This is an optimization exercise on Yosys and OpenROAD, whose aim is small area, a short achievable clock period and few clock cycles per item, not a production implementation.
RTL that was checked went through simulation tests only; none was proved equivalent to the original.
Power is estimated from default activity; no workload was simulated.

Design SHA1_hash, start of the top module:
module SHA1_hash (
    input              clk,
    input              nreset,
    input              start_hash,
    input      [31:0]  message_addr,
    input      [31:0]  message_size,
    output     [159:0] hash,
    output reg         done,
    input      [31:0]  port_A_data_out,
    output     [15:0]  port_A_addr
);
localparam [31:0] H0I = 32'h67452301, H1I = 32'hefcdab89, H2I = 32'h98badcfe,
                  H3I = 32'h10325476, H4I = 32'hc3d2e1f0;
localparam [31:0] K0 = 32'h5a827999, K1 = 32'h6ed9eba1, K2 = 32'h8f1bbcdc,
                  K3 = 32'hca62c1d6;
reg        run;         
reg        first;       
reg        lastblk;     
reg        past;        
reg [6:0]  t;           
reg [10:0] lb;          
reg [13:0] raddr;       
reg        c_inc;       
reg        c_ld;        
reg [3:0]  c_j;         
reg        c_part;      
reg        c_len;       
reg        c_hupd;      
reg        c_hxa;       
reg        c_ldc;       
reg        c_ldb;       
reg        c_lda;       
reg [1:0]  c_k;         
reg        c_ch, c_maj; 
reg        c_fin;       
assign port_A_addr = {raddr, 2'b00};
wire start  = !run && !done && start_hash;
wire finish = run && c_fin;
wire run_n  = start || (run && !c_fin);
wire [6:0] tn = !run ? 7'd76 : (t == 7'd81) ? 7'd0 : t + 7'd1;
wire       ldn = (tn >= 7'd79) || (tn <= 7'd12);
wire [6:0] jtn = (tn >= 7'd79) ? tn - 7'd79 : tn + 7'd3;
wire [14:0] gn = {lb, jtn[3:0]};
always @(posedge clk or negedge nreset) begin
    if (!nreset) begin
        run    <= 1'b0;
        done   <= 1'b0;
        raddr  <= 14'd0;
        c_hupd <= 1'b0;
    end else begin
        run    <= run_n;
        c_hupd <= run_n && (tn >= 7'd76) && (tn <= 7'd80);
        if (finish)
            done <= 1'b1;
        if (start)
            raddr <= message_addr[15:2];
        else if (run && c_inc)
            raddr <= raddr + 14'd1;
    end
end
always @(posedge clk) begin
    t      <= tn;
    c_inc  <= (tn >= 7'd78) || (tn <= 7'd11);
    c_ld   <= ldn;
    c_j    <= jtn[3:0];
    c_part <= ldn && (gn == message_size[16:2]);
    c_len  <= ldn && (jtn[3:0] == 4'd15) && past;
    c_hxa  <= (tn >= 7'd79);
  ...
clock: 6.0 ns
lec_check: 0
cap_margin: 20
core_margin: 2
core_utilization: 40
setup_slack_margin: 3
slew_margin: 20
run.sh (not shown) runs the stock make flow with config.mk's settings and CLKGATE_MAP_FILE= SYNTH_SCRIPT=/design/flow/synth_recipe.tcl, a recipe that flattens the netlist after the stock synthesis.
Rerun with:
- SETUP_SLACK_MARGIN: 3 -> 4
Register-to-register slack gains 80 ps.
Non-clock buffer count came out higher by 277.
Worst setup slack gets better by 79 ps.
Final area came out higher by 7.0%.
Final cell count increases by 6.3%.
Synthesized cell count stays the same.
Clock-buffer cell count is unchanged.
Function was not checked in any run of this note: the RTL went through the layout flow alone.

========
Setup of north:
SHA1_hash, a different RTL version from the one above (not shown whole).
Size: roughly 3900 cells after synthesis, roughly 280 I/O pins, about 34000 µm² of cells after synthesis.
export LEC_CHECK = 0
export CAP_MARGIN = 20
export CORE_MARGIN = 2
export CORE_UTILIZATION = 40
export SETUP_SLACK_MARGIN = 3.5
export SLEW_MARGIN = 20
create_clock -name core_clock -period 6.0 [get_ports {clk}]
standard.sh (not shown) runs the stock make flow with config.mk's settings and CLKGATE_MAP_FILE= SYNTH_SCRIPT=/design/flow/synth_recipe.tcl, a recipe that flattens the netlist after the stock synthesis.
==> flow/flow/run.sh <==
#!/bin/bash
# Own flow: the standard layout, but synthesis maps adders without Yosys's
# full-adder extraction and with a delay-driven ABC script (flow/abc_speed.script).
set -euo pipefail
W=$PWD
rm -rf "$W/scripts_own"
cp -r "$FLOW_HOME/scripts" "$W/scripts_own"
cp "$W/flow/abc_speed.script" "$W/scripts_own/abc_speed.script"
bash standard.sh SCRIPTS_DIR="$W/scripts_own" ADDER_MAP_FILE= synth > "$W/synth.log" 2>&1
bash standard.sh > "$W/layout.log" 2>&1
==> flow/flow/abc_speed.script <==
strash
dch
map -D 1800
buffer -c
upsize -c -D 1800
dnsize -c -D 1800
In summary, north completed successfully, with a layout that passed the timing, DRC and antenna checks.
--- input diff north..east ---
# north
export LEC_CHECK = 0
export CAP_MARGIN = 20
export CORE_MARGIN = 2
export CORE_UTILIZATION = 40
export SETUP_SLACK_MARGIN = 3.5
export SLEW_MARGIN = 20
create_clock -name core_clock -period 6.0 [get_ports {clk}]
# east
export LEC_CHECK = 0
export CAP_MARGIN = 20
export CORE_MARGIN = 2
export CORE_UTILIZATION = 40
export SETUP_SLACK_MARGIN = 2
export SLEW_MARGIN = 20
create_clock -name core_clock -period 6.0 [get_ports {clk}]
==> flow/run.sh (new file) <==
#!/bin/bash
# synth_recipe.tcl (not shown) runs the flow's synth.tcl, then flattens the netlist and writes it again
# the make line also repeats each setting of config.mk as NAME=value (left out here)
make -C /OpenROAD-flow-scripts/flow DESIGN_CONFIG=/design/flow/config.mk WORK_HOME=/design/flow/orfs CLKGATE_MAP_FILE= SYNTH_SCRIPT=/design/flow/synth_recipe.tcl finish
removed: flow/flow/run.sh
removed: flow/flow/abc_speed.script
removed: flow/standard.sh
### Flow results
Cmp east and north / path depth of the worst reg2reg path / higher: north. Relative to north, final net count decreased by 1154 in east. Taking north as the reference, in east DRC violation total after the first TritonRoute iteration fell 321; global router's overall resource usage went down by 4.1 points; layout buffer count excluding clock buffers went down by 65%; x dimension of the die now smaller. Re routability congestion estimate from global placement: east and north aren't equal, and the higher value belongs to east. Against north, east reports a count of clock buffers in the final design that is lower. As of east, maximum frequency had fallen by more than 10% compared to north. east vs north: synthesized netlist cell count down. Diff north -> east | area of the mapped netlist | down slightly. east did not stop at any stage, and its layout met the timing, DRC and antenna checks.
No functional check of the RTL was part of any run of this note.

========
SHA1_hash, a different RTL version from the one above (not shown whole).
Size: roughly 3600 cells after synthesis, about 920 flip-flops, ~34000 um^2 of cells after synthesis.
Design SHA1_hash, start of the top module:
module SHA1_hash (
    input              clk,
    input              nreset,
    input              start_hash,
    input      [31:0]  message_addr,
    input      [31:0]  message_size,
    output     [159:0] hash,
    output reg         done,
    input      [31:0]  port_A_data_out,
    output     [15:0]  port_A_addr
);
clock: 6.0 ns
lec_check: 0
cap_margin: 20
core_margin: 2
core_utilization: 50
place_density: 0.7
setup_slack_margin: 3.1
slew_margin: 20
tns_end_percent: 10
==> flow/flow/run.sh <==
#!/bin/bash
# Own flow: the standard layout (standard.sh) with three changes:
# - synthesis maps adders without Yosys's full-adder extraction
#   (ADDER_MAP_FILE empty) and with a delay-driven ABC script
#   (flow/abc_speed.script, copied over ORFS's);
# - ports are buffered with a plain buffer instead of a delay buffer;
# - clock tree sinks are clustered in groups of up to 30, without dummy loads.
# Each step's output goes to a log file of its own here.
set -euo pipefail
W=$PWD
rm -rf "$W/scripts_own"
cp -r "$FLOW_HOME/scripts" "$W/scripts_own"
cp "$W/flow/abc_speed.script" "$W/scripts_own/abc_speed.script"
bash standard.sh SCRIPTS_DIR="$W/scripts_own" ADDER_MAP_FILE= synth > "$W/synth.log" 2>&1
bash standard.sh "BUFFER_PORTS_ARGS=-buffer_cell sky130_fd_sc_hd__buf_1" \
  "CTS_ARGS=-sink_clustering_enable -repair_clock_nets -sink_clustering_size 30 -sink_clustering_max_diameter 60 -buf_list sky130_fd_sc_hd__clkbuf_16 -dont_use_dummy_load" > "$W/layout.log" 2>&1
==> flow/flow/abc_speed.script <==
strash
dch
map -D 1800
buffer -c
upsize -c -D 1800
dnsize -c -D 1800
The starting point went through all stages and came out clean.
Testbench counts at the start, summed over its fixed seeds: cycles 214,546, bytes 152,657.
Rerun with:
--- a/flow/flow/run.sh
+++ b/flow/flow/run.sh
@@ -15,2 +15,2 @@
 bash standard.sh "BUFFER_PORTS_ARGS=-buffer_cell sky130_fd_sc_hd__buf_1" \
-  "CTS_ARGS=-sink_clustering_enable -repair_clock_nets -sink_clustering_size 30 -sink_clustering_max_diameter 60 -buf_list sky130_fd_sc_hd__clkbuf_16 -dont_use_dummy_load" > "$W/layout.log" 2>&1
+  "CTS_ARGS=-sink_clustering_enable -repair_clock_nets -sink_clustering_size 30 -sink_clustering_max_diameter 80 -buf_list sky130_fd_sc_hd__clkbuf_16 -dont_use_dummy_load" > "$W/layout.log" 2>&1
Settings changed: CORE_UTILIZATION 50 to 40, PLACE_DENSITY 0.7 to unset.
Result:
- global-route usage came out lower by 3.5 points
- sequential share of layout area went up by 0.75 points
- wire length came out higher by 0.75%
- cell area came out lower by 1.4%
- worst setup slack gets better by 0.11 ns
- hold slack gains 0.044 ns
- synthesized area stays the same
- power came out lower by about 3%
- clock skew shrinks by 0.022 ns
Rerun with:
--- a/flow/flow/run.sh
+++ b/flow/flow/run.sh
@@ -14,3 +14,3 @@
 bash standard.sh SCRIPTS_DIR="$W/scripts_own" ADDER_MAP_FILE= synth > "$W/synth.log" 2>&1
-bash standard.sh "BUFFER_PORTS_ARGS=-buffer_cell sky130_fd_sc_hd__buf_1" \
-  "CTS_ARGS=-sink_clustering_enable -repair_clock_nets -sink_clustering_size 30 -sink_clustering_max_diameter 80 -buf_list sky130_fd_sc_hd__clkbuf_16 -dont_use_dummy_load" > "$W/layout.log" 2>&1
+bash standard.sh "BUFFER_PORTS_ARGS=-buffer_cell sky130_fd_sc_hd__buf_2" \
+  "CTS_ARGS=-sink_clustering_enable -repair_clock_nets -sink_clustering_size 30 -sink_clustering_max_diameter 60 -buf_list sky130_fd_sc_hd__clkbuf_16 -dont_use_dummy_load" > "$W/layout.log" 2>&1
Worst setup slack gets better by 0.013 ns.
Design area rises by a few percent.
Power rises by a few percent.
Register-to-register slack stays flat.
Via count rises slightly.
Clock-buffer cell count rises by 22.
Synthesized cell count stays the same.
Rerun with:
--- a/flow/flow/run.sh
+++ b/flow/flow/run.sh
@@ -14,3 +14,3 @@
 bash standard.sh SCRIPTS_DIR="$W/scripts_own" ADDER_MAP_FILE= synth > "$W/synth.log" 2>&1
-bash standard.sh "BUFFER_PORTS_ARGS=-buffer_cell sky130_fd_sc_hd__buf_2" \
+bash standard.sh "BUFFER_PORTS_ARGS=-buffer_cell sky130_fd_sc_hd__buf_1" \
   "CTS_ARGS=-sink_clustering_enable -repair_clock_nets -sink_clustering_size 30 -sink_clustering_max_diameter 60 -buf_list sky130_fd_sc_hd__clkbuf_16 -dont_use_dummy_load" > "$W/layout.log" 2>&1
==> flow/flow/abc_speed.script (replaced) <==
strash
dch
map -D 2000
buffer -c
upsize -c -D 2000
dnsize -c -D 2000
Effect:
- total power drops by 5.7%
- area after synthesis is lower by 0.49%
- worst hold slack hardly moves

## static timing again, ports no longer ideal
The flow's constraints put no driver on any port. The routed layouts listed below were extracted and timed again, unchanged, in two steps. Step 1 assumes that a clkbuf_16 drives the clock port and a buf_2 every other input. Step 2 moves the port delays by t, midway between the first and last clock arrival at a register: inputs arrive t later, outputs are due t later. That takes back most of the time a late clock gives input paths. Three values: no drivers, after step 1, after step 2; two values: the first two.
run | shift t [ns] | slack for setup (ns) | latest minus earliest clock arrival (ns) | worst register clock-pin slew, ns | worst data-port slew with drivers (ns)
the first run of note 1 | 0.710 | 2.428 / 2.428 / 2.428 | 0.029 / 0.029 | 0.07 / 0.07 | 0.10
the second run of note 1 | 0.728 | 2.507 / 2.507 / 2.507 | 0.036 / 0.037 | 0.07 / 0.07 | 0.05
north | 0.736 | 3.035 / 3.035 / 2.790 | 0.073 / 0.073 | 0.07 / 0.07 | 0.09
east | 0.702 | 2.123 / 2.123 / 2.123 | 0.036 / 0.036 | 0.07 / 0.07 | 0.07
the first run of note 3 | 0.668 | 3.040 / 3.040 / 2.876 | 0.103 / 0.102 | 0.11 / 0.11 | 0.06
the second run of note 3 | 0.636 | 3.152 / 3.152 / 2.896 | 0.070 / 0.070 | 0.11 / 0.11 | 0.10
the third run of note 3 | 0.654 | 3.165 / 3.165 / 2.944 | 0.080 / 0.080 | 0.10 / 0.10 | 0.08
the fourth run of note 3 | 0.675 | 2.979 / 2.979 / 2.617 | 0.086 / 0.086 | 0.11 / 0.11 | 0.09
After both steps setup and hold are still met in every run listed. The setup slack of the fourth run of note 3, which loses most, moves by 0.000 ns with the drivers and by -0.362 ns with both steps.
